What follows belongs to an exercise in optimizing a design on an open flow for small area and a short achievable clock period; a production flow would make more cautious choices. In this exercise RTL edits were held to simulation tests only and were not proved equivalent to the original. The clock port is modelled as an ideal driver; clocking choices that lean on that would not hold on a real chip. Power figures rest on the tool's default switching activity, not on a simulated workload.

## maple
==> flow/design.v <==
module ram_design(input logic clk,
                  input logic en_a, en_b,  
                  input logic [4:0] addr_a, addr_b,
                  input logic [7:0] data_in_a, data_in_b,
                  output logic [7:0] data_out_a, data_out_b
                  );
  logic [31:0][7:0] ram;  
  logic [3:0] lo_a_n, lo_b_n;
  logic [7:0] hr_a_n, hw_a_n, hr_b_n, hw_b_n;
  ram_predec u_pd_a (.addr(addr_a), .en(en_a), .lo_n(lo_a_n), .hr_n(hr_a_n), .hw_n(hw_a_n));
  ram_predec u_pd_b (.addr(addr_b), .en(en_b), .lo_n(lo_b_n), .hr_n(hr_b_n), .hw_n(hw_b_n));
  logic [31:0] rs_a, rs_b, wr_a, wr_b, wr;
  for (genvar i = 0; i < 32; i++) begin : g_sel
    ram_wordsel u_sel (.lo_a_n(lo_a_n[i%4]), .hr_a_n(hr_a_n[i/4]), .hw_a_n(hw_a_n[i/4]),
                       .lo_b_n(lo_b_n[i%4]), .hr_b_n(hr_b_n[i/4]), .hw_b_n(hw_b_n[i/4]),
                       .rs_a(rs_a[i]), .rs_b(rs_b[i]), .wa(wr_a[i]), .wb(wr_b[i]), .w(wr[i]));
  end
  wire [7:0] nd_a = ~data_in_a;
  wire [7:0] nd_b = ~data_in_b;
  logic [31:0][7:0] ram_next;
  for (genvar i = 0; i < 32; i++) begin : g_word
    for (genvar j = 0; j < 8; j++) begin : g_bit
      ram_bitcell u_cell (.q(ram[i][j]), .wa(wr_a[i]), .wb(wr_b[i]), .w(wr[i]),
                          .nda(nd_a[j]), .ndb(nd_b[j]), .d(ram_next[i][j]));
    end
  end
  always_ff @(posedge clk)
    ram <= ram_next;
  logic [7:0] rd_a, rd_b;
  for (genvar j = 0; j < 8; j++) begin : g_rd
    logic [32:0] v;
    for (genvar i = 0; i < 32; i++) begin : g_w
      assign v[i] = ram[i][j];
    end
    assign v[32] = 1'b0;
    ram_rdbit u_rd_a (.s({en_a, rs_a}), .v({data_in_a[j], v[31:0]}), .y(rd_a[j]));
    ram_rdbit u_rd_b (.s({en_b, rs_b}), .v({data_in_b[j], v[31:0]}), .y(rd_b[j]));
  end
  always_ff @(posedge clk) begin
    data_out_a <= rd_a;
    data_out_b <= rd_b;
  end
endmodule
module ram_predec(input logic [4:0] addr,
                  input logic en,
                  output logic [3:0] lo_n,
                  output logic [7:0] hr_n, hw_n);
  always_comb begin
    for (int k = 0; k < 4; k++)
      lo_n[k] = ~(addr[1:0] == k[1:0]);
    for (int m = 0; m < 8; m++) begin
      hr_n[m] = ~((addr[4:2] == m[2:0]) & ~en);
      hw_n[m] = ~((addr[4:2] == m[2:0]) & en);
    end
  end
endmodule
module ram_wordsel(input logic lo_a_n, hr_a_n, hw_a_n, lo_b_n, hr_b_n, hw_b_n,
                   output logic rs_a, rs_b, wa, wb, w);
  assign rs_a = ~(lo_a_n | hr_a_n);
  assign rs_b = ~(lo_b_n | hr_b_n);
  assign wb   = ~(lo_b_n | hw_b_n);
  assign wa   = ~(lo_a_n | hw_a_n | wb);
  assign w    = wa | wb;
endmodule
module ram_bitcell(input logic q, wa, wb, w, nda, ndb,
                   output logic d);
  assign d = ~((wa & nda) | (wb & ndb) | ~(q | w));
endmodule
module ram_rdbit(input logic [32:0] s, v,
                 output logic y);
  logic [16:0] p;
  for (genvar k = 0; k < 16; k++) begin : g_grp
    ram_aoi22 u_grp (.s(s[2*k+1:2*k]), .v(v[2*k+1:2*k]), .y(p[k]));
  end
  assign p[16] = ~(s[32] & v[32]);
  assign y = ~&p;
endmodule
module ram_aoi22(input logic [1:0] s, v,
                 output logic y);
  assign y = ~|(s & v);
endmodule
==> flow/config.mk <==
export PLATFORM = sky130hd
export DESIGN_NAME = ram_design
export DESIGN_NICKNAME = ram_design
export VERILOG_FILES = /design/flow/design.v
export SDC_FILE = /design/flow/constraint.sdc
export NUM_CORES = 4
export LEC_CHECK = 0
export CAP_MARGIN = 20
export CORE_MARGIN = 2
export CORE_UTILIZATION = 50
export GPL_TIMING_DRIVEN = 0
export SETUP_SLACK_MARGIN = 1.4
export SLEW_MARGIN = 20
export SYNTH_HIERARCHICAL = 1
export SYNTH_MINIMUM_KEEP_SIZE = 0
==> flow/constraint.sdc <==
create_clock -name core_clock -period 3.0 [get_ports {clk}]
set_input_delay 0.6000 -clock core_clock [delete_from_list [all_inputs] [get_ports {clk}]]
set_output_delay 0.6000 -clock core_clock [all_outputs]
set_load 0.01 [all_outputs]
standard.sh (not shown) runs the stock make flow with config.mk's settings and CLKGATE_MAP_FILE= SYNTH_SCRIPT=/design/flow/synth_recipe.tcl, a recipe that flattens the netlist after the stock synthesis.
==> flow/flow/run.sh <==
#!/bin/bash
# Own layout flow: the standard flow (standard.sh) with these changes:
#  - Yosys's abc call maps the logic with flow/map.abc (an area-oriented &nf
#    cut mapping) instead of ORFS's abc speed script; registers, names,
#    flattening and renaming are the standard synthesis's;
#  - port buffers are sky130_fd_sc_hd__buf_2 rather than the delay cell
#    buffer_ports picks by default;
#  - CTS uses clkbuf_4/clkbuf_8 and inserts no dummy loads;
#  - after the timing repair of CTS, flow/recover.tcl removes buffers and
#    downsizes cells whose extra drive does not help the worst slack, and
#    after the repair of global routing it downsizes again;
#  - global routing's timing repair aims at a 1.2 ns setup margin rather than
#    config.mk's (which CTS's repair uses).
# Every tool's output stays in orfs/logs; make's own output goes to
# orfs_make.log.
set -euo pipefail
W=$(pwd)
F=$W/flow
{
  echo "proc abc {args} {"
  echo "  set i [lsearch -exact \$args -script]"
  echo "  if {\$i >= 0} { lset args [expr {\$i + 1}] $F/map.abc }"
  echo "  yosys abc {*}\$args"
  echo "}"
  cat "$W/synth_recipe.tcl"
} > "$W/own_synth.tcl"
sed -e "s|SYNTH_SCRIPT=[^ ]*|SYNTH_SCRIPT=$W/own_synth.tcl|" "$W/standard.sh" > "$W/own_standard.sh"
grep -q "SYNTH_SCRIPT=$W/own_synth.tcl" "$W/own_standard.sh"
ARGS=(
  "BUFFER_PORTS_ARGS=-buffer_cell sky130_fd_sc_hd__buf_2"
  "CTS_ARGS=-sink_clustering_enable -repair_clock_nets -dont_use_dummy_load -sink_clustering_size 16 -sink_clustering_max_diameter 80 -buf_list {sky130_fd_sc_hd__clkbuf_4 sky130_fd_sc_hd__clkbuf_8}"
  "POST_CTS_TCL=$F/post_cts.tcl"
  "PRE_GLOBAL_ROUTE_TCL=$F/pre_grt.tcl"
)
# Up to CTS with config.mk's SETUP_SLACK_MARGIN; from global routing on with a
# lower margin (placement parasitics are optimistic, so CTS repair aims higher).
bash "$W/own_standard.sh" "${ARGS[@]}" cts > "$W/orfs_make_cts.log" 2>&1
bash "$W/own_standard.sh" "${ARGS[@]}" SETUP_SLACK_MARGIN=1.2 finish > "$W/orfs_make.log" 2>&1
Other scripts of this flow, unchanged in this note and not shown: flow/flow/map.abc, flow/flow/post_cts.tcl, flow/flow/pre_grt.tcl, flow/flow/recover.tcl
Here is what was changed in the inputs of birch compared with maple.
==> flow/design.v, changed modules only <==
module ram_design(input logic clk,
                  input logic en_a, en_b,  
                  input logic [4:0] addr_a, addr_b,
                  input logic [7:0] data_in_a, data_in_b,
                  output logic [7:0] data_out_a, data_out_b
                  );
  logic [31:0][7:0] ram;  
  logic [7:0] hi_a_n, hi_b_n;
  logic [3:0] lr_a_n, lw_a_n, lr_b_n, lw_b_n;
  ram_predec u_pd_a (.addr(addr_a), .en(en_a), .hi_n(hi_a_n), .lr_n(lr_a_n), .lw_n(lw_a_n));
  ram_predec u_pd_b (.addr(addr_b), .en(en_b), .hi_n(hi_b_n), .lr_n(lr_b_n), .lw_n(lw_b_n));
  logic [31:0] rs_a, rs_b, wr_a, wr_b, wr;
  for (genvar i = 0; i < 32; i++) begin : g_sel
    ram_wordsel u_sel (.hi_a_n(hi_a_n[i/4]), .lr_a_n(lr_a_n[i%4]), .lw_a_n(lw_a_n[i%4]),
                       .hi_b_n(hi_b_n[i/4]), .lr_b_n(lr_b_n[i%4]), .lw_b_n(lw_b_n[i%4]),
                       .rs_a(rs_a[i]), .rs_b(rs_b[i]), .wa(wr_a[i]), .wb(wr_b[i]), .w(wr[i]));
  end
  wire [7:0] nd_a = ~data_in_a;
  wire [7:0] nd_b = ~data_in_b;
  logic [31:0][7:0] ram_next;
  for (genvar i = 0; i < 32; i++) begin : g_word
    for (genvar j = 0; j < 8; j++) begin : g_bit
      ram_bitcell u_cell (.q(ram[i][j]), .wa(wr_a[i]), .wb(wr_b[i]), .w(wr[i]),
                          .nda(nd_a[j]), .ndb(nd_b[j]), .d(ram_next[i][j]));
    end
  end
  always_ff @(posedge clk)
    ram <= ram_next;
  logic [7:0] rd_a, rd_b;
  for (genvar j = 0; j < 8; j++) begin : g_rd
    logic [32:0] v;
    for (genvar i = 0; i < 32; i++) begin : g_w
      assign v[i] = ram[i][j];
    end
    assign v[32] = 1'b0;
    ram_rdbit u_rd_a (.s({en_a, rs_a}), .v({data_in_a[j], v[31:0]}), .y(rd_a[j]));
    ram_rdbit u_rd_b (.s({en_b, rs_b}), .v({data_in_b[j], v[31:0]}), .y(rd_b[j]));
  end
  always_ff @(posedge clk) begin
    data_out_a <= rd_a;
    data_out_b <= rd_b;
  end
endmodule
module ram_predec(input logic [4:0] addr,
                  input logic en,
                  output logic [7:0] hi_n,
                  output logic [3:0] lr_n, lw_n);
  always_comb begin
    for (int m = 0; m < 8; m++)
      hi_n[m] = ~(addr[4:2] == m[2:0]);
    for (int k = 0; k < 4; k++) begin
      lr_n[k] = ~((addr[1:0] == k[1:0]) & ~en);
      lw_n[k] = ~((addr[1:0] == k[1:0]) & en);
    end
  end
endmodule
module ram_wordsel(input logic hi_a_n, lr_a_n, lw_a_n, hi_b_n, lr_b_n, lw_b_n,
                   output logic rs_a, rs_b, wa, wb, w);
  assign rs_a = ~(hi_a_n | lr_a_n);
  assign rs_b = ~(hi_b_n | lr_b_n);
  assign wb   = ~(hi_b_n | lw_b_n);
  assign wa   = ~(hi_a_n | lw_a_n | wb);
  assign w    = wa | wb;
endmodule
### Flow results
Floorplan check, birch vs maple: die outline smaller in birch. Of maple and birch, the run reporting the higher power was maple. On sequential cell area, maple and birch are basically level. birch supports a lower top clock frequency than maple. Compared with maple, cell area power density in birch increased slightly.

==> static timing again, ports no longer ideal <==
The results above use ideal ports. As a check the final layouts listed here were re-extracted and re-timed, cells and wires unchanged. Step 1, drivers: a clkbuf_16 drives clk and a buf_2 each remaining input, both assumed. Step 2 moves the port delays by t, midway between the first and last clock arrival at a register: inputs arrive t later, outputs are due t later. That takes back most of the time a late clock gives input paths. Three values: ideal, step 1, step 2; two values: the first two.
run | t (ns) | setup WS [ns] | latest minus earliest clock arrival (ns) | cell pins on the clock port's net
maple | 0.623 | 1.118 / 1.087 / 0.463 | 0.052 / 0.053 | 1
birch | 0.632 | 1.110 / 1.134 / 0.502 | 0.030 / 0.030 | 1
After both steps every run listed still meets setup and hold. The setup slack of maple, which loses most, moves by -0.031 ns with the drivers and by -0.655 ns with both steps.
